What follows belongs to an exercise in optimizing a design on an open flow for small area; a production flow would make more cautious choices. The RTL was checked by simulation tests, not by an equivalence proof against the original design. The flow treats the clock pin as an ideal source. Dropping or thinning the clock tree relies on that and would not hold on a real chip. Power figures rest on the tool's default switching activity, not on a simulated workload.

==> design/flow/design.v <==
module AXI_FIFO(
	input wire Aclk,
	input wire Areset_n,
	input wire s_axis_tvalid,
	input wire s_axis_tlast,
	input wire [7:0] s_axis_tdata,
	input wire [1:0] s_axis_tkeep,
	output wire s_axis_tready,
	input wire m_axis_tready,
	output wire m_axis_tvalid,
	output wire m_axis_tlast,
	output wire [1:0] m_axis_tkeep,
	output wire [7:0] m_axis_tdata
);
reg [10:0] mem [0:15];
reg [4:0] c;
wire [4:0] c_nxt;
wire wr_en;
wire [15:0] sel;
fifo_ctrl u_ctrl (
	.c(c), .s_valid(s_axis_tvalid), .m_ready(m_axis_tready),
	.s_ready(s_axis_tready), .wr_en(wr_en), .c_nxt(c_nxt), .sel(sel));
assign m_axis_tvalid = c[4];
always @(posedge Aclk) begin
	if (wr_en) begin
		mem[0] <= {s_axis_tlast, s_axis_tkeep, s_axis_tdata};
		for (int i = 1; i < 16; i++)
			mem[i] <= mem[i-1];
	end
end
always @(posedge Aclk or negedge Areset_n) begin
	if (!Areset_n)
		c <= 5'd0;
	else
		c <= c_nxt;
end
wire [10:0] head;
genvar b;
generate
	for (b = 0; b < 11; b++) begin : g_mux
		wire [15:0] col;
		for (genvar i = 0; i < 16; i++) begin : g_col
			assign col[i] = mem[i][b];
		end
		fifo_mux16 u_mux (.d(col), .s(sel), .y(head[b]));
	end
endgenerate
assign {m_axis_tlast, m_axis_tkeep, m_axis_tdata} = head;
endmodule
module fifo_ctrl(
	input wire [4:0] c,
	input wire s_valid,
	input wire m_ready,
	output wire s_ready,
	output wire wr_en,
	output wire [4:0] c_nxt,
	output wire [15:0] sel
);
wire z, rd_en, en;
fifo_nor4  g_z   (.a(c[3:0]), .y(z));                  
fifo_nand2 g_rdy (.a(c[4]), .b(z), .y(s_ready));       
fifo_and2  g_wr  (.a(s_valid), .b(s_ready), .y(wr_en));
fifo_and2  g_rd  (.a(m_ready), .b(c[4]), .y(rd_en));
fifo_xor2  g_en  (.a(wr_en), .b(rd_en), .y(en));       
wire y0, y1n, y2, y3n, n1, t2, n3, t4;
fifo_xor2  g_y0  (.a(c[0]), .b(wr_en), .y(y0));
fifo_xnor2 g_y1  (.a(c[1]), .b(wr_en), .y(y1n));
fifo_xor2  g_y2  (.a(c[2]), .b(wr_en), .y(y2));
fifo_xnor2 g_y3  (.a(c[3]), .b(wr_en), .y(y3n));
fifo_nand2 g_n1  (.a(en), .b(y0), .y(n1));
fifo_nor2  g_t2  (.a(n1), .b(y1n), .y(t2));
fifo_nand2 g_n3  (.a(t2), .b(y2), .y(n3));
fifo_nor2  g_t4  (.a(n3), .b(y3n), .y(t4));
fifo_xor2  g_c0  (.a(c[0]), .b(en), .y(c_nxt[0]));
fifo_xnor2 g_c1  (.a(c[1]), .b(n1), .y(c_nxt[1]));
fifo_xor2  g_c2  (.a(c[2]), .b(t2), .y(c_nxt[2]));
fifo_xnor2 g_c3  (.a(c[3]), .b(n3), .y(c_nxt[3]));
fifo_xor2  g_c4  (.a(c[4]), .b(t4), .y(c_nxt[4]));
wire [3:0] ci;
wire [3:0] lo_n, hi_n;
genvar j;
generate
	for (j = 0; j < 4; j++) begin : g_inv
		fifo_inv g (.a(c[j]), .y(ci[j]));
	end
	for (j = 0; j < 4; j++) begin : g_pre
		fifo_nand2 gl (.a(j[1] ? c[1] : ci[1]), .b(j[0] ? c[0] : ci[0]), .y(lo_n[j]));
		fifo_nand2 gh (.a(j[1] ? c[3] : ci[3]), .b(j[0] ? c[2] : ci[2]), .y(hi_n[j]));
	end
	for (j = 0; j < 16; j++) begin : g_sel
		fifo_nor2 g (.a(lo_n[3 - (j % 4)]), .b(hi_n[3 - (j / 4)]), .y(sel[j]));
	end
endgenerate
endmodule
module fifo_mux16(input wire [15:0] d, input wire [15:0] s, output wire y);
wire [5:0] n;
wire m0, m1;
fifo_aoi222 g0 (.a(d[1:0]), .b(s[1:0]), .c(d[2]), .e(s[2]), .y(n[0]));
fifo_aoi222 g1 (.a(d[4:3]), .b(s[4:3]), .c(d[5]), .e(s[5]), .y(n[1]));
fifo_aoi222 g2 (.a(d[7:6]), .b(s[7:6]), .c(d[8]), .e(s[8]), .y(n[2]));
fifo_aoi222 g3 (.a(d[10:9]), .b(s[10:9]), .c(d[11]), .e(s[11]), .y(n[3]));
fifo_aoi222 g4 (.a(d[13:12]), .b(s[13:12]), .c(d[14]), .e(s[14]), .y(n[4]));
fifo_nand2  g5 (.a(d[15]), .b(s[15]), .y(n[5]));
fifo_nand3  g6 (.a(n[2:0]), .y(m0));
fifo_nand3  g7 (.a(n[5:3]), .y(m1));
fifo_or2    g8 (.a(m0), .b(m1), .y(y));
endmodule
module fifo_aoi222(input wire [1:0] a, input wire [1:0] b, input wire c, input wire e, output wire y);
assign y = !((a[0] & b[0]) | (a[1] & b[1]) | (c & e));
endmodule
module fifo_inv(input wire a, output wire y);
assign y = !a;
endmodule
module fifo_and2(input wire a, input wire b, output wire y);
assign y = a & b;
endmodule
module fifo_or2(input wire a, input wire b, output wire y);
assign y = a | b;
endmodule
module fifo_nand2(input wire a, input wire b, output wire y);
assign y = !(a & b);
endmodule
module fifo_nor2(input wire a, input wire b, output wire y);
assign y = !(a | b);
endmodule
module fifo_xor2(input wire a, input wire b, output wire y);
assign y = a ^ b;
endmodule
module fifo_xnor2(input wire a, input wire b, output wire y);
assign y = !(a ^ b);
endmodule
module fifo_nand3(input wire [2:0] a, output wire y);
assign y = !(&a);
endmodule
module fifo_nor4(input wire [3:0] a, output wire y);
assign y = !(|a);
endmodule
==> design/flow/run.sh <==
#!/bin/bash
# synth_recipe.tcl (not shown) runs the flow's synth.tcl, then flattens the netlist and writes it again
# the make line also repeats each setting of config.mk as NAME=value (left out here)
make -C /OpenROAD-flow-scripts/flow DESIGN_CONFIG=/design/flow/config.mk WORK_HOME=/design/flow/orfs CLKGATE_MAP_FILE= SYNTH_SCRIPT=/design/flow/synth_recipe.tcl finish
==> design/flow/config.mk <==
export PLATFORM = sky130hd
export DESIGN_NAME = AXI_FIFO
export DESIGN_NICKNAME = AXI_FIFO
export VERILOG_FILES = /design/flow/design.v
export SDC_FILE = /design/flow/constraint.sdc
export NUM_CORES = 4
export LEC_CHECK = 0
export CAP_MARGIN = 20
export CORE_MARGIN = 2
export CORE_UTILIZATION = 60
export CTS_BUF_LIST = sky130_fd_sc_hd__clkbuf_8
export SLEW_MARGIN = 20
export SYNTH_HIERARCHICAL = 1
export SYNTH_MINIMUM_KEEP_SIZE = 0
==> design/flow/constraint.sdc <==
create_clock -name core_clock -period 5.0 [get_ports {Aclk}]
set_input_delay 1.0000 -clock core_clock [delete_from_list [all_inputs] [get_ports {Aclk}]]
set_output_delay 1.0000 -clock core_clock [all_outputs]
set_load 0.01 [all_outputs]
==> results of run 1 <==
[layout make-up]
| class | count | area share |
|---|---|---|
| Timing Repair Buffer | 28 | 0.0400 |
| Inverter | 4 | 0.00207 |
| Multi-Input combinational cell | 141 | 0.137 |
| Clock buffer | 17 | 0.0322 |
| Clock inverter | 15 | 0.0205 |
| Tap cell | 136 | 0.0234 |
| Sequential cell | 181 | 0.745 |
[per-module statistics from Yosys (local to each module, per instance), excerpt]
module	area, µm²	copies in the design
fifo_aoi222	10.0	55
fifo_inv	3.75	4
fifo_nand2	3.75	22
fifo_xnor2	8.76	4
fifo_and2	6.26	2
fifo_xor2	8.76	6
fifo_nor2	3.75	18
AXI_FIFO	5410	1
fifo_nor4	12.5	1
fifo_nand3	5.00	22
fifo_or2	6.26	11
[power groups by stage]
stage | Combinational (mW) | Clock (mW) | Sequential [mW]
floorplan | 0.569 | 0 | 2.05
global placement | 1.02 | 0 | 2.07
detailed placement | 1.03 | 0 | 2.08
CTS | 1.03 | 0.978 | 2.05
global route | 1.12 | 1.03 | 2.08
finish | 1.03 | 0.954 | 2.05
[routing by layer]
layer / global-route usage / part of all wire / vias to the layer above
met5: 0 / 0 / -
met4: 0.110 / 0.013 / 0
met3: 0.0545 / 0.092 / 14
met2: 0.286 / 0.46 / 185
met1: 0.329 / 0.44 / 1698
li1: - / - / 1506
[metrics by stage]
stage,worst slack (ns),cells
finish,0.920,522
global route,0.748,522
CTS,0.897,522
detailed placement,1.42,490
global placement,1.47,490
floorplan,0.728,326
[synth_stat cells, drive strengths merged]
cell,n,area (µm²)
a222oi,55,551
inv,4,15.0
edfxtp,176,5290
nor2,18,67.6
and2,2,12.5
dfrtp,5,125
nand3,22,110
or2,11,68.8
nand2,22,82.6
nor4,1,12.5
xor2,6,52.6
xnor2,4,35.0
[cell families after synthesis]
group,after synthesis
flops,181
buf+inv,4
compound gates,55
simple gates,76
xor+xnor,10
[registers in the layout, indices dropped and copies added (netlist names)]
| register | count |
|---|---|
| c | 5 |
| mem | 176 |
[how the worst max path moves through the flow]
stage | endpoint | slack [ns] | depth (start not counted) | start
floorplan | c[4] | 0.73 | 7 | s_axis_tvalid
global placement | m_axis_tdata[0] | 1.47 | 7 | c[2]
detailed placement | m_axis_tdata[0] | 1.42 | 7 | c[3]
CTS | m_axis_tdata[0] | 0.90 | 7 | c[3]
global route | m_axis_tdata[7] | 0.75 | 7 | c[1]
finish | m_axis_tdata[6] | 0.92 | 7 | c[1]
==> results.json, run 1 <==
{
  "multi_input_area_um2": 995,
  "holdPathEnd": "mem[3][3]",
  "synth_top_family_by_area": "compound AO/OA/AOI/OAI gates",
  "power_frac_clock": 0.236,
  "setup_viol_count_final": 0,
  "synth_simple_gate_area_frac": 0.0552,
  "drv_slew": 0,
  "whs_path_depth": 0,
  "leakagePower_nw": 2.46,
  "dp_hpwl_um": 6660,
  "p_per_area_nw_per_um2": 555,
  "internal_power_mw": 2.87,
  "mostFrequentLayoutCells": "176 x edfxtp_1, 55 x a222oi_1, 27 x clkdlybuf4s50_1, 22 x nand2_1, 22 x nand3_1",
  "cts_resized": 0,
  "synthMuxAreaShare": 0,
  "min_period_over_period": 0.816,
  "rows": 37,
  "antenna_found_initial": 0,
  "fin_setup_tns_ns": 0,
  "clk_latency_ns": 0.45,
  "ys_warn_count": 8,
  "ir_worst_vdd_uv": 281,
  "first_pass_iters": 12,
  "numClockSinks": 181,
  "path_cells": "inv_1 -> nand2_1 -> nor2_1 -> a222oi_1 -> nand3_1 -> or2_1 -> clkdlybuf4s50_1",
  "r2r-end": "mem[6][5]",
  "yosysSeqAreaShare": 0.843,
  "cts.path.max_buffers": 2,
  "synth_xor_area_frac": 0.0136,
  "skew_ns": 0.00880,
  "synth-compound-area-share": 0.0858,
  "syn_to_final_growth_pct": 13.2,
  "final_common_cell": "edfxtp_1",
  "wire_per_inst_um": 21.9,
  "antenna_cells": 0,
  "slew-limit-headroom": 0.296,
  "io_pins": 28,
  "nets": 388,
  "status": "complete, no violations",
  "swShare": 0.288,
  "cts_tree": "built",
  "ff2ff_setup_slack_ns": 2.78,
  "crit_arrival_ns": 3.08,
  "period_minus_slack_ns": 4.08,
  "worstHoldStart": "mem[2][3]",
  "cts_setup_buffers": 0,
  "path_class": "reg2out",
  "grt_usage": 0.214,
  "critPathTopFamily": "simple AND/OR/NAND/NOR gates",
  "design_area_um2": 7260,
  "htreeDepth": 4,
  "place_congestion": 0.866,
  "placed_cell_area_um2": 6880,
  "coreArea_um2": 10400,
  "die_h_um": 107,
  "reg2regPathDepth": 4,
  "grt_pass1_wl_um": 17600,
  "dieArea_um2": 11500,
  "postCtsHoldBufs": 0,
  "portBuffers": 27,
  "initial_utilization": 0.619,
  "numCtsBuffers": 17,
  "synthAdderAreaFrac": 0,
  "end_kind": "primary output",
  "max-cap-violations": 0,
  "worst_path_largest_cell_delay_ns": 0.78,
  "slowest_stage": "nor2_1",
  "grt_max_degree": 149,
  "grt_pass1_vias": 3236,
  "dr_total_vias": 3403,
  "hold_viol": 0,
  "fillers": 688,
  "hp-class": "reg2reg",
  "start_kind": "flip-flop",
  "cp.required_ns": 4.00,
  "hold_ws_ns": 0.454,
  "wirelength_um": 11400,
  "post-route-util": 0.700,
  "antenna_left": 0,
  "combPwrFrac": 0.256,
  "seq_area_um2": 5410,
  "cts_root_buffer": "clkbuf_8",
  "drc_errors": 0,
  "die_x_um": 107,
  "worst_pin_slew_ns": 1.05,
  "drtIter0Drc": 511,
  "synth_fp_nets": 341,
  "gr-total-overflow": 0,
  "syn_inst": 326,
  "netlist_area_um2": 6420,
  "clk_pin_slew_ns": 0.08,
  "ys_ff_latch": 181,
  "fmax_mhz": 245,
  "path_max_fanout": 11,
  "rsz0062_at_grt": "no",
  "r2r_start": "c[3]",
  "share_seq_of_total_power": 0.508,
  "avgSynthCellArea_um2": 19.7,
  "synthDistinctLibCells": 12,
  "routed_via_density": 6.52,
  "drive_gt1_frac": 0.0725,
  "path_buf_inv": 2,
  "p_sw_mw": 1.16,
  "power_mw": 4.03
}
==> run 2, diff against run 1 <==
==> design/flow/flow/run.sh (new file) <==
#!/bin/bash
set -euo pipefail
here=$(pwd)
export BUFFER_PORTS_ARGS="-buffer_cell sky130_fd_sc_hd__buf_1"
export CTS_ARGS="-sink_clustering_enable -repair_clock_nets -dont_use_dummy_load -buf_list sky130_fd_sc_hd__clkbuf_4"
export POST_CTS_TCL="$here/flow/post_cts.tcl"
export CLK_SLEW_SWAP_NS=0.105
bash standard.sh > flow_make.log 2>&1
==> design/flow/flow/post_cts.tcl (new file) <==
estimate_parasitics -placement
set swapped 0
foreach inst [get_cells -hierarchical *] {
  if { [get_property $inst ref_name] ne "sky130_fd_sc_hd__clkbuf_4" } { continue }
  set worst 0.0
  set out [get_pins -of_objects $inst -filter "direction == output"]
  foreach p [get_pins -of_objects [get_nets -of_objects $out] -filter "direction == input"] {
    set s [get_property $p slew_max]
    if { $s > $worst } { set worst $s }
  }
  if { $worst > $::env(CLK_SLEW_SWAP_NS) } {
    puts "post_cts: [get_full_name $inst] worst sink slew $worst ns -> clkbuf_8"
    replace_cell $inst sky130_fd_sc_hd__clkbuf_8
    incr swapped
  }
}
puts "post_cts: swapped $swapped clock buffers"
if { $swapped > 0 } {
  detailed_placement
  check_placement -verbose
  estimate_parasitics -placement
}
==> design/flow/standard.sh (new file) <==
#!/bin/bash
# synth_recipe.tcl (not shown) runs the flow's synth.tcl, then flattens the netlist and writes it again
# the make line also repeats each setting of config.mk as NAME=value (left out here)
make -C /OpenROAD-flow-scripts/flow DESIGN_CONFIG=/design/flow/config.mk WORK_HOME=/design/flow/orfs CLKGATE_MAP_FILE= SYNTH_SCRIPT=/design/flow/synth_recipe.tcl "${@:-finish}"
--- a/design/flow/config.mk
+++ b/design/flow/config.mk
@@ -9,5 +9,5 @@
 export CORE_MARGIN = 2
 export CORE_UTILIZATION = 60
-export CTS_BUF_LIST = sky130_fd_sc_hd__clkbuf_8
+export CTS_BUF_LIST = sky130_fd_sc_hd__clkbuf_4
 export SLEW_MARGIN = 20
 export SYNTH_HIERARCHICAL = 1
removed: design/flow/run.sh
==> results.json, run 2 <==
{
  "status": "complete, no violations",
  "drive_gt1_frac": 0.0565,
  "end_kind": "primary output",
  "share_seq_of_total_power": 0.576,
  "grt_pass1_wl_um": 16900,
  "p_per_area_nw_per_um2": 517,
  "clk_latency_ns": 0.44,
  "nets": 389,
  "portBuffers": 27,
  "skew_ns": 0.0295,
  "dp_hpwl_um": 6880,
  "synth.most_common_cell": "edfxtp_1",
  "swShare": 0.304,
  "syn_to_final_growth_pct": 7.56,
  "fin_setup_tns_ns": 0,
  "synthAdderAreaFrac": 0,
  "antenna_found_initial": 0,
  "wirelength_um": 11100,
  "path_class": "reg2out",
  "avgSynthCellArea_um2": 19.7,
  "leakagePower_nw": 2.30,
  "io_pins": 28,
  "dieArea_um2": 11500,
  "synth_simple_gate_area_frac": 0.0552,
  "synthMuxAreaShare": 0,
  "r2r-end": "mem[11][7]",
  "syn_inst": 326,
  "path_max_fanout": 11,
  "slew-limit-headroom": 0.322,
  "grt_max_degree": 84,
  "gr-total-overflow": 0,
  "dr_total_vias": 3337,
  "grt_usage": 0.205,
  "setup_viol_count_final": 0,
  "synth_fp_nets": 341,
  "reg2regPathDepth": 4,
  "mostFrequentLayoutCells": "176 x edfxtp_1, 55 x a222oi_1, 27 x buf_1, 22 x nand2_1, 22 x nand3_1",
  "antenna_left": 0,
  "synthDistinctLibCells": 12,
  "die_h_um": 107,
  "hold_viol": 0,
  "synth-compound-area-share": 0.0858,
  "first_pass_iters": 7,
  "r2r_start": "c[3]",
  "hp-class": "in2async",
  "ir_worst_vdd_uv": 305,
  "reg_top3": "mem: 176 flops, c: 5 flops",
  "internal_power_mw": 2.48,
  "ys_warn_count": 8,
  "power_frac_clock": 0.185,
  "drtIter0Drc": 591,
  "synthTopCellsByArea": "edfxtp_1 82%, a222oi_1 8.6%, dfrtp_1 1.9%, nand3_1 1.7%, nand2_1 1.3%",
  "fillers": 720,
  "netlist_area_um2": 6420,
  "synth_top_family_by_area": "compound AO/OA/AOI/OAI gates",
  "clk_pin_slew_ns": 0.09,
  "period_minus_slack_ns": 3.58,
  "rsz0062_at_grt": "no",
  "initial_utilization": 0.619,
  "numClockSinks": 181,
  "ys_ff_latch": 181,
  "worst_pin_slew_ns": 1.02,
  "max-cap-violations": 0,
  "place_congestion": 0.778,
  "hold_ws_ns": 0.419,
  "coreArea_um2": 10400,
  "yosysSeqAreaShare": 0.843,
  "rows": 37,
  "wire_per_inst_um": 21.9,
  "cp.required_ns": 4.00,
  "yosys-top-cells-count": "176 x edfxtp_1, 55 x a222oi_1, 22 x nand2_1, 22 x nand3_1, 18 x nor2_1",
  "drc_errors": 0,
  "synth_top_area_cell": "edfxtp_1",
  "synth_xor_area_frac": 0.0136,
  "antenna_cells": 0,
  "combPwrFrac": 0.240,
  "synth_edf_count": 176,
  "ys.flop_type": "edfxtp_1",
  "crit_arrival_ns": 2.58,
  "power_mw": 3.57,
  "yosysTopAreaCellShare": 0.824,
  "largest_register_ffs": 176,
  "die_x_um": 107,
  "p_sw_mw": 1.08,
  "async_flop_share": 0.0276,
  "routed_via_density": 6.57,
  "cts_tree": "built",
  "final_common_cell": "edfxtp_1",
  "ff2ff_setup_slack_ns": 2.80,
  "min_period_over_period": 0.716,
  "drv_slew": 0,
  "grt_pass1_vias": 3109,
  "largest_register": "mem",
  "start_kind": "flip-flop",
  "fmax_mhz": 279
}
==> run 2: through the flow <==
stage | utilization | setup WS [ns] | instance area [µm²] | instances
3_3_place_gp | 0.647 | 1.93 | 6710 | 491
2_1_floorplan | - | 0.728 | 6420 | 326
3_5_place_dp | 0.647 | 1.88 | 6710 | 491
5_1_grt | 0.666 | 1.19 | 6900 | 508
6_report | 0.666 | 1.42 | 6900 | 508
==> run 2: Yosys stat by module (local to each module, per instance), a selection <==
module	flip-flops and latches	cell area [µm²]	cells
AXI_FIFO	181	5410	181
fifo_nor4	0	12.5	1
fifo_aoi222	0	10.0	1
fifo_xnor2	0	8.76	1
fifo_xor2	0	8.76	1
fifo_and2	0	6.26	1
fifo_or2	0	6.26	1
fifo_nand3	0	5.00	1
fifo_inv	0	3.75	1
fifo_nand2	0	3.75	1
fifo_nor2	0	3.75	1
==> run 2: worst max-delay path, stage by stage (launching register included) <==
cell and delay, ns:
dfrtp_1 0.48, nand2_1 0.15, nor2_1 0.71, a222oi_1 0.30
nand3_1 0.23, or2_1 0.13, buf_1 0.15
==> run 2: per-layer routing <==
| layer | share of wire | track usage | vias up |
|---|---|---|---|
| met4 | 0.012 | 0.0907 | 0 |
| met2 | 0.47 | 0.288 | 148 |
| met1 | 0.45 | 0.310 | 1685 |
| met5 | 0 | 0 | - |
| met3 | 0.067 | 0.0515 | 13 |
| li1 | - | - | 1491 |
==> run 2: how the worst max path moves through the flow <==
stage,from,endpoint,slack (ns),depth (start not counted)
3_5_place_dp,c[2],m_axis_tdata[6],1.88,6
2_1_floorplan,s_axis_tvalid,c[4],0.73,7
6_report,c[3],m_axis_tdata[6],1.42,6
3_3_place_gp,c[2],m_axis_tdata[4],1.93,7
5_1_grt,c[3],m_axis_tdata[6],1.19,6
==> run 2: area by class of cell <==
type | count | area [µm²] | area share
clock buffer | 17 | 196 | 0.0285
tap | 136 | 170 | 0.0247
inverter | 4 | 15.0 | 0.00218
multi-input combinational | 141 | 995 | 0.144
timing repair buffer | 29 | 116 | 0.0169
sequential | 181 | 5410 | 0.784
==> run 2: power groups by stage <==
stage,sequential (mW),clock (mW),combinational [mW]
finish,2.05,0.658,0.856
global route,2.08,0.734,0.943
detailed placement,2.08,0,0.854
global placement,2.07,0,0.846
floorplan,2.05,0,0.569
==> run 2: cells by family after synthesis <==
family / Yosys count
buf+inv: 4
flops: 181
compound gates: 55
simple gates: 76
xor+xnor: 10
==> run 3, diff against run 2 <==
--- a/design/flow/design.v
+++ b/design/flow/design.v
@@ -57,7 +57,6 @@
 	output wire [15:0] sel
 );
-wire z, rd_en, en;
-fifo_nor4  g_z   (.a(c[3:0]), .y(z));                  
-fifo_nand2 g_rdy (.a(c[4]), .b(z), .y(s_ready));       
+wire rd_en, en;
+fifo_nand2 g_rdy (.a(c[4]), .b(sel[15]), .y(s_ready));  
 fifo_and2  g_wr  (.a(s_valid), .b(s_ready), .y(wr_en));
 fifo_and2  g_rd  (.a(m_ready), .b(c[4]), .y(rd_en));
@@ -94,5 +93,5 @@
 endmodule
 module fifo_mux16(input wire [15:0] d, input wire [15:0] s, output wire y);
-wire [5:0] n;
+wire [4:0] n;
 wire m0, m1;
 fifo_aoi222 g0 (.a(d[1:0]), .b(s[1:0]), .c(d[2]), .e(s[2]), .y(n[0]));
@@ -101,8 +100,10 @@
 fifo_aoi222 g3 (.a(d[10:9]), .b(s[10:9]), .c(d[11]), .e(s[11]), .y(n[3]));
 fifo_aoi222 g4 (.a(d[13:12]), .b(s[13:12]), .c(d[14]), .e(s[14]), .y(n[4]));
-fifo_nand2  g5 (.a(d[15]), .b(s[15]), .y(n[5]));
-fifo_nand3  g6 (.a(n[2:0]), .y(m0));
-fifo_nand3  g7 (.a(n[5:3]), .y(m1));
-fifo_or2    g8 (.a(m0), .b(m1), .y(y));
+fifo_nand3  g5 (.a(n[2:0]), .y(m0));
+fifo_nand2  g6 (.a(n[3]), .b(n[4]), .y(m1));
+fifo_ao211  g7 (.a(d[15]), .b(s[15]), .c(m0), .e(m1), .y(y));
+endmodule
+module fifo_ao211(input wire a, input wire b, input wire c, input wire e, output wire y);
+assign y = (a & b) | c | e;
 endmodule
 module fifo_aoi222(input wire [1:0] a, input wire [1:0] b, input wire c, input wire e, output wire y);
@@ -114,7 +115,4 @@
 module fifo_and2(input wire a, input wire b, output wire y);
 assign y = a & b;
-endmodule
-module fifo_or2(input wire a, input wire b, output wire y);
-assign y = a | b;
 endmodule
 module fifo_nand2(input wire a, input wire b, output wire y);
@@ -133,5 +131,2 @@
 assign y = !(&a);
 endmodule
-module fifo_nor4(input wire [3:0] a, output wire y);
-assign y = !(|a);
-endmodule
==> design/flow/flow/run.sh (replaced) <==
#!/bin/bash
set -euo pipefail
here=$(pwd)
export BUFFER_PORTS_ARGS="-buffer_cell sky130_fd_sc_hd__buf_1"
export CTS_ARGS="-sink_clustering_enable -repair_clock_nets -dont_use_dummy_load -buf_list sky130_fd_sc_hd__clkbuf_4"
export POST_CTS_TCL="$here/flow/post_cts.tcl"
export CLK_SLEW_SWAP_NS=0.115
bash standard.sh > flow_make.log 2>&1
==> results.json, run 3 <==
{
  "status": "complete, no violations",
  "initial_utilization": 0.618,
  "drc_errors": 0,
  "largest_register": "mem",
  "die_h_um": 107,
  "nets": 376,
  "cts_tree": "built",
  "fillers": 701,
  "ff2ff_setup_slack_ns": 2.00,
  "synth_fp_nets": 329,
  "path_buf_inv": 2,
  "mostFrequentLayoutCells": "176 x edfxtp_1, 55 x a222oi_1, 27 x buf_1, 22 x nand2_1, 18 x nor2_1",
  "critPathTopFamily": "simple AND/OR/NAND/NOR gates",
  "leakagePower_nw": 2.33,
  "synthDistinctLibCells": 11,
  "synth.most_common_cell": "edfxtp_1",
  "design_area_um2": 6840,
  "rows": 37,
  "p_per_area_nw_per_um2": 522,
  "seq_area_um2": 5410,
  "wire_per_inst_um": 21.7,
  "coreArea_um2": 10300,
  "rsz0062_at_grt": "no",
  "fin_setup_tns_ns": 0,
  "dp_hpwl_um": 6620,
  "path_max_fanout": 11,
  "path_class": "reg2out",
  "largest_register_ffs": 176,
  "grt_pass1_wl_um": 16700,
  "numClockSinks": 181,
  "io_pins": 28,
  "slowest_stage": "nor2_1",
  "place_congestion": 0.835,
  "hold_viol": 0,
  "yosys-top-cells-count": "176 x edfxtp_1, 55 x a222oi_1, 22 x nand2_1",
  "grt_max_degree": 162,
  "grt_pass1_vias": 3096,
  "synth_edf_count": 176,
  "wirelength_um": 10800,
  "period_minus_slack_ns": 3.56,
  "slew-limit-headroom": 0.267,
  "fmax_mhz": 281,
  "drv_slew": 0,
  "yosysTopAreaCellShare": 0.829,
  "crit_arrival_ns": 2.56,
  "drive_gt1_frac": 0.0529,
  "placed_cell_area_um2": 6670,
  "skew_ns": 0.0368,
  "async_flop_share": 0.0276,
  "ir_worst_vdd_uv": 284,
  "synthTopCellsByArea": "edfxtp_1 83%, a222oi_1 8.6%, dfrtp_1 2.0%, a211o_1 1.5%, nand2_1 1.3%",
  "reg2regPathDepth": 11,
  "hp-class": "in2async",
  "clk_latency_ns": 0.44,
  "end_kind": "primary output",
  "ys.flop_type": "edfxtp_1",
  "multi_input_area_um2": 955,
  "final_common_cell": "edfxtp_1",
  "path_cells": "inv_1 -> nand2_1 -> nor2_1 -> a222oi_1 -> nand3_1 -> a211o_1 -> buf_1",
  "dieArea_um2": 11500,
  "dr_total_vias": 3266,
  "antenna_cells": 0,
  "antenna_found_initial": 0,
  "r2r-end": "c[4]",
  "yosysSeqAreaShare": 0.848,
  "hold_ws_ns": 0.406,
  "setup_viol_count_final": 0,
  "ys_warn_count": 8,
  "portBuffers": 27,
  "worst_pin_slew_ns": 1.09,
  "syn_to_final_growth_pct": 7.30,
  "min_period_over_period": 0.712,
  "gr-total-overflow": 0,
  "ys_ff_latch": 181,
  "first_pass_iters": 10,
  "start_kind": "flip-flop",
  "r2r_start": "c[0]",
  "antenna_left": 0,
  "grt_usage": 0.200,
  "cp.required_ns": 4.00,
  "syn_inst": 314,
  "worst_path_largest_cell_delay_ns": 0.69,
  "reg_top3": "mem: 176 flops, c: 5 flops",
  "avgSynthCellArea_um2": 20.3,
  "clk_pin_slew_ns": 0.10,
  "routed_via_density": 6.60,
  "synth_top_area_cell": "edfxtp_1",
  "die_x_um": 107,
  "max-cap-violations": 0,
  "drtIter0Drc": 575,
  "netlist_area_um2": 6380
}
-- run 3: changes by cell type after synthesis, sizes merged --
cell   change
or2       -11
nand3     -11
a211o     +11
nor4       -1
-- run 3: cells by family after synthesis --
logic type,share of synthesized area
compound gates,0.101
flops,0.848
simple gates,0.0341
buf+inv,0.00235
xor+xnor,0.0137
-- run 3: metal layers --
metal | wire (µm) | share of wire | GRT usage
met1 | 5080 | 0.47 | 0.312
met2 | 4720 | 0.44 | 0.265
met3 | 853 | 0.079 | 0.0547
met4 | 104 | 0.0097 | 0.0872
met5 | 0 | 0 | 0
-- run 3: stage by stage --
stage          worst slack [ns]  instances  power (mW)  utilization
5_1_grt                    1.30        495        3.75        0.663
6_report                   1.44        495        3.57        0.663
3_5_place_dp               1.96        478        2.97        0.646
2_1_floorplan             0.728        314        2.66            -
3_3_place_gp               2.00        478        2.95        0.646
-- run 3: final cells by class --
| type | instances | share of cell area |
|---|---|---|
| Clock buffer | 17 | 0.0251 |
| Multi-Input combinational cell | 129 | 0.140 |
| Sequential cell | 181 | 0.791 |
| Inverter | 4 | 0.00219 |
| Timing Repair Buffer | 28 | 0.0177 |
| Tap cell | 136 | 0.0249 |
-- run 3: worst max path at each step --
stage | start | to | slack [ns] | cells past startpoint
floorplan | s_axis_tvalid | c[4] | 0.73 | 7
global placement | c[1] | m_axis_tlast | 2.00 | 7
detailed placement | c[1] | m_axis_tdata[6] | 1.96 | 7
global route | c[1] | m_axis_tdata[6] | 1.30 | 7
finish | c[1] | m_axis_tdata[6] | 1.44 | 7
-- run 3: per-module statistics from Yosys, one instance, submodules excluded, excerpt --
module / flops+latches / copies in the design / area, µm² / cells
AXI_FIFO: 181 / 1 / 5410 / 181
fifo_and2: 0 / 2 / 6.26 / 1
fifo_ao211: 0 / 11 / 8.76 / 1
fifo_aoi222: 0 / 55 / 10.0 / 1
fifo_inv: 0 / 4 / 3.75 / 1
fifo_nand2: 0 / 22 / 3.75 / 1
fifo_nand3: 0 / 11 / 5.00 / 1
fifo_nor2: 0 / 18 / 3.75 / 1
fifo_xnor2: 0 / 4 / 8.76 / 1
fifo_xor2: 0 / 6 / 8.76 / 1
-- run 3: worst register-to-register path, delay by kind of cell (launching register included) --
kind | cells | cell delay [ns]
flops | 1 | 0.45
xor+xnor | 2 | 0.39
simple gates | 8 | 1.99
buf+inv | 1 | 0.10
-- run 3: report_power, final --
part	switching (mW)	internal (mW)	total (mW)
Sequential	0.121	1.94	2.06
Combinational	0.570	0.315	0.886
Clock	0.409	0.218	0.627
==> run 4, diff against run 3 <==
--- a/design/flow/flow/run.sh
+++ b/design/flow/flow/run.sh
@@ -1,3 +1,8 @@
 #!/bin/bash
+# The standard layout, with three changes to what the layout adds around the design:
+# the port buffers are buf_1 cells; CTS builds its tree from clkbuf_4 cells without
+# dummy loads; and after CTS, flow/post_cts.tcl regroups the flip-flops under
+# 12 leaf buffers by position and sizes each leaf to keep clock-pin slew in margin.
+# Each step's full log is in orfs/logs; make's own output is in flow_make.log here.
 set -euo pipefail
 here=$(pwd)
@@ -6,3 +11,5 @@
 export POST_CTS_TCL="$here/flow/post_cts.tcl"
 export CLK_SLEW_SWAP_NS=0.115
+export CLK_GROUPS=12
+export CLK_SIZES="4 8 16"
 bash standard.sh > flow_make.log 2>&1
==> design/flow/flow/post_cts.tcl (replaced) <==
# After CTS: rebuild the leaf level of the clock tree and size its buffers.
#
# 1. The flip-flops are split into CLK_GROUPS groups by k-means on their
#    positions. Each group is driven by one of CTS's leaf buffers, moved to the
#    group's centroid and fed by the same root buffer as before; the leaf
#    buffers left over are removed.
# 2. Each leaf buffer gets the smallest of CLK_SIZES (clkbuf_N) whose
#    flip-flop clock pins stay under CLK_SLEW_SWAP_NS (placement estimate).
# The placement is then legalized again. If the tree is not a root buffer
# feeding leaf buffers, step 1 is skipped.
set block [ord::get_db_block]
set ngroups $::env(CLK_GROUPS)

proc is_clkbuf { inst } {
  return [string match "sky130_fd_sc_hd__clkbuf_*" [[$inst getMaster] getName]]
}
proc drives_flops { inst } {
  foreach s [[[$inst findITerm X] getNet] getITerms] {
    if { [[$s getMTerm] getName] eq "CLK" } { return 1 }
  }
  return 0
}

set leaves {}
foreach inst [$block getInsts] {
  if { [is_clkbuf $inst] && [drives_flops $inst] } { lappend leaves $inst }
}
set rootnets {}
foreach leaf $leaves {
  set n [[$leaf findITerm A] getNet]
  if { [lsearch -exact $rootnets $n] < 0 } { lappend rootnets $n }
}
set sinks {}
set ok [expr { [llength $rootnets] == 1 && [llength $leaves] >= $ngroups }]
foreach leaf $leaves {
  foreach s [[[$leaf findITerm X] getNet] getITerms] {
    if { [$s getIoType] ne "INPUT" } { continue }
    if { [[$s getMTerm] getName] ne "CLK" } { set ok 0 }
    set b [[$s getInst] getBBox]
    lappend sinks [list $s [expr {([$b xMin] + [$b xMax]) / 2.0}] [expr {([$b yMin] + [$b yMax]) / 2.0}]]
  }
}
puts "post_cts: [llength $leaves] leaf buffers, [llength $sinks] sinks, [llength $rootnets] root nets"

if { $ok } {
  set die [$block getDieArea]
  set side [expr {int(ceil(sqrt($ngroups)))}]
  set rows [expr {int(ceil(double($ngroups) / $side))}]
  set cx {}; set cy {}
  for {set g 0} {$g < $ngroups} {incr g} {
    lappend cx [expr {[$die xMin] + [$die dx] * (($g % $side) + 0.5) / $side}]
    lappend cy [expr {[$die yMin] + [$die dy] * (($g / $side) + 0.5) / $rows}]
  }
  for {set it 0} {$it < 50} {incr it} {
    set assign {}
    set sx [lrepeat $ngroups 0.0]; set sy [lrepeat $ngroups 0.0]; set sn [lrepeat $ngroups 0]
    foreach s $sinks {
      lassign $s t x y
      set best 0; set bd 1e30
      for {set g 0} {$g < $ngroups} {incr g} {
        set d [expr {abs($x - [lindex $cx $g]) + abs($y - [lindex $cy $g])}]
        if { $d < $bd } { set bd $d; set best $g }
      }
      lappend assign $best
      lset sx $best [expr {[lindex $sx $best] + $x}]
      lset sy $best [expr {[lindex $sy $best] + $y}]
      lset sn $best [expr {[lindex $sn $best] + 1}]
    }
    for {set g 0} {$g < $ngroups} {incr g} {
      if { [lindex $sn $g] > 0 } {
        lset cx $g [expr {[lindex $sx $g] / [lindex $sn $g]}]
        lset cy $g [expr {[lindex $sy $g] / [lindex $sn $g]}]
      }
    }
  }
  puts "post_cts: group sizes $sn"
  if { [lsearch -exact $sn 0] >= 0 } { set ok 0 }
}

if { $ok } {
  foreach s $sinks { [lindex $s 0] disconnect }
  set kept {}
  for {set g 0} {$g < [llength $leaves]} {incr g} {
    set leaf [lindex $leaves $g]
    if { $g < $ngroups } {
      set m [$leaf getMaster]
      $leaf setLocation [expr {int([lindex $cx $g] - [$m getWidth] / 2)}] [expr {int([lindex $cy $g] - [$m getHeight] / 2)}]
      $leaf setPlacementStatus PLACED
      lappend kept $leaf
    } else {
      set onet [[$leaf findITerm X] getNet]
      [$leaf findITerm A] disconnect
      [$leaf findITerm X] disconnect
      odb::dbInst_destroy $leaf
      odb::dbNet_destroy $onet
    }
  }
  set i 0
  foreach s $sinks {
    [lindex $s 0] connect [[[lindex $kept [lindex $assign $i]] findITerm X] getNet]
    incr i
  }
  set leaves $kept
  detailed_placement
  puts "post_cts: regrouped the flip-flops under $ngroups leaf buffers"
}

proc worst_sink_slew { inst } {
  set worst 0.0
  set out [get_pins -of_objects $inst -filter "direction == output"]
  foreach p [get_pins -of_objects [get_nets -of_objects $out] -filter "direction == input"] {
    set s [get_property $p slew_max]
    if { $s > $worst } { set worst $s }
  }
  return $worst
}
set limit $::env(CLK_SLEW_SWAP_NS)
foreach leaf $leaves {
  set inst [get_cells [$leaf getName]]
  set pick [lindex $::env(CLK_SIZES) end]
  foreach size $::env(CLK_SIZES) {
    replace_cell $inst sky130_fd_sc_hd__clkbuf_$size
    estimate_parasitics -placement
    set s [worst_sink_slew $inst]
    if { $s <= $limit } { set pick $size; break }
  }
  replace_cell $inst sky130_fd_sc_hd__clkbuf_$pick
  puts "post_cts: [$leaf getName] -> clkbuf_$pick (worst sink slew $s ns)"
}
detailed_placement
check_placement -verbose
estimate_parasitics -placement
==> results.json, run 4 <==
{
  "antenna_left": 0,
  "placed_cell_area_um2": 6670,
  "grt_max_degree": 162,
  "internal_power_mw": 2.47,
  "worst_path_largest_cell_delay_ns": 0.67,
  "p_sw_mw": 1.08,
  "combPwrFrac": 0.249,
  "fmax_mhz": 275,
  "reg_top3": "mem: 176 flops, c: 5 flops",
  "die_x_um": 107,
  "drc_errors": 0,
  "rsz0062_at_grt": "no",
  "cp.required_ns": 4.00,
  "yosysTopAreaCellShare": 0.829,
  "synth.most_common_cell": "edfxtp_1",
  "drive_gt1_frac": 0.0423,
  "hp-class": "in2async",
  "ys.flop_type": "edfxtp_1",
  "synth_edf_count": 176,
  "die_h_um": 107,
  "yosys-top-cells-count": "176 x edfxtp_1, 55 x a222oi_1, 22 x nand2_1",
  "path_max_fanout": 11,
  "yosysSeqAreaShare": 0.848,
  "mostFrequentLayoutCells": "176 x edfxtp_1, 55 x a222oi_1, 27 x buf_1, 22 x nand2_1, 18 x nor2_1",
  "end_kind": "primary output",
  "async_flop_share": 0.0276,
  "ys_warn_count": 8,
  "status": "complete, no violations",
  "netlist_area_um2": 6380,
  "routed_via_density": 6.66,
  "grt_pass1_wl_um": 16500,
  "place_congestion": 0.835,
  "setup_viol_count_final": 0,
  "clk_pin_slew_ns": 0.09,
  "clk_latency_ns": 0.54,
  "antenna_found_initial": 0,
  "final_common_cell": "edfxtp_1",
  "io_pins": 28,
  "p_per_area_nw_per_um2": 519,
  "fin_setup_tns_ns": 0,
  "ys_ff_latch": 181,
  "slew-limit-headroom": 0.319,
  "slowest_stage": "nor2_1",
  "fillers": 704,
  "synthTopCellsByArea": "edfxtp_1 83%, a222oi_1 8.6%, dfrtp_1 2.0%, a211o_1 1.5%, nand2_1 1.3%",
  "grt_usage": 0.197,
  "initial_utilization": 0.618,
  "ir_worst_vdd_uv": 291,
  "syn_inst": 314,
  "numClockSinks": 181,
  "crit_arrival_ns": 2.63,
  "synth_top_area_cell": "edfxtp_1",
  "min_period_over_period": 0.726,
  "portBuffers": 27,
  "wirelength_um": 10500,
  "design_area_um2": 6840,
  "path_cells": "inv_1 -> nand2_1 -> nor2_1 -> a222oi_1 -> nand3_1 -> a211o_1 -> buf_1",
  "nets": 372,
  "wire_per_inst_um": 21.4,
  "coreArea_um2": 10300,
  "rows": 37,
  "largest_register": "mem",
  "worst_pin_slew_ns": 1.02,
  "hold_ws_ns": 0.303,
  "share_seq_of_total_power": 0.580,
  "period_minus_slack_ns": 3.63,
  "fin_ws_ns": 1.37,
  "leakagePower_nw": 2.32,
  "dr_total_vias": 3272,
  "first_pass_iters": 8,
  "drv_slew": 0,
  "largest_register_ffs": 176,
  "syn_to_final_growth_pct": 7.22,
  "path_class": "reg2out",
  "drtIter0Drc": 541,
  "skew_ns": 0.0194,
  "grt_pass1_vias": 3091,
  "post-route-util": 0.662,
  "post-place-ws_ns": 1.96,
  "power_frac_clock": 0.171,
  "antenna_cells": 0,
  "avgSynthCellArea_um2": 20.3,
  "start_kind": "flip-flop",
  "swShare": 0.305,
  "gr-total-overflow": 0,
  "max-cap-violations": 0,
  "synthDistinctLibCells": 11,
  "dieArea_um2": 11500,
  "dp_hpwl_um": 6620,
  "synth_fp_nets": 329,
  "hold_viol": 0
}
run 4: per-module statistics from Yosys, one instance, submodules excluded, excerpt:
module / times used / cells / flip-flops and latches / area [µm²]
AXI_FIFO: 1 / 181 / 181 / 5410
fifo_aoi222: 55 / 1 / 0 / 10.0
fifo_xor2: 6 / 1 / 0 / 8.76
fifo_xnor2: 4 / 1 / 0 / 8.76
fifo_ao211: 11 / 1 / 0 / 8.76
fifo_and2: 2 / 1 / 0 / 6.26
fifo_inv: 4 / 1 / 0 / 3.75
fifo_nor2: 18 / 1 / 0 / 3.75
fifo_nand2: 22 / 1 / 0 / 3.75
run 4: final cells by class:
cell class | count | area, µm² | share of cell area
flip-flops and latches | 181 | 5410 | 0.791
multi-input cells | 129 | 955 | 0.140
well taps | 136 | 170 | 0.0249
clock buffers | 13 | 166 | 0.0243
repair buffers | 28 | 121 | 0.0177
inverters | 4 | 15.0 | 0.00220
run 4: power groups by stage:
stage | clock network, mW | registers (mW) | logic [mW]
after detailed placement | 0 | 2.09 | 0.872
after floorplan | 0 | 2.06 | 0.593
after global placement | 0 | 2.08 | 0.868
after global routing | 0.680 | 2.09 | 0.960
final | 0.607 | 2.06 | 0.883
run 4: routing by layer:
layer	vias up	track usage	wire length, µm
met1	1637	0.297	4690
met4	0	0.0677	126
met3	11	0.0705	1090
met2	166	0.271	4620
met5	-	0	0
li1	1458	-	-
run 4: cells by family (layout without fill, tap and decap cells):
kind of cell,count (synthesis),count (layout),synth area share
buffers and inverters,4,45,0.00235
and+or+nand+nor,53,53,0.0341
DFF,181,181,0.848
xor gates and xnor gates,10,10,0.0137
AOI/OAI and AO/OA,66,66,0.101
run 4: through the flow:
step	power, mW	std cells
2_1_floorplan	2.66	314
3_3_place_gp	2.95	478
3_5_place_dp	2.97	478
5_1_grt	3.73	491
6_report	3.55	491
run 4: worst paths after layout:
path,startpoint,endpoint,slack (ns),depth (start not counted)
setup / recovery,c[1],m_axis_tdata[6],1.37,7
hold / removal,Areset_n,c[4],0.30,1
setup reg to reg,c[0],c[4],2.08,11
hold reg to reg,mem[7][4],mem[8][4],0.45,0
max in group asynchronous,Areset_n,c[2],4.47,1
min in group core_clock,mem[7][4],mem[8][4],0.45,0
run 4: worst max-delay path, delay by kind of cell (launching register included):
family	cells	cell delay (ns)
compound gates	2	0.37
flops	1	0.44
buf+inv	2	0.24
simple gates	3	1.03

==> separate check: timing with driven ports <==
No port has a modelled driver above. Below, the same layouts with a new extraction and two added sets of constraints. Step 1: set_driving_cell puts a clkbuf_16 on Aclk and a buf_2 on each other input, an assumption about the parent block. Step 2 moves the port delays by t, midway between the first and last clock arrival at a register: inputs arrive t later, outputs are due t later. That takes back most of the time a late clock gives input paths. Slacks: ideal ports / drivers / drivers and shift; pairs: ideal ports / drivers.
| run | t, ns | setup WS [ns] | worst slew at a driven data input, ns |
|---|---|---|---|
| run 1 | 0.475 | 0.920 / 0.886 / 1.361 | 0.03 |
| run 2 | 0.463 | 1.421 / 1.384 / 1.847 | 0.03 |
| run 3 | 0.455 | 1.441 / 1.408 / 1.863 | 0.03 |
| run 4 | 0.567 | 1.369 / 1.335 / 1.902 | 0.03 |
After both steps setup and hold are still met in every run listed.
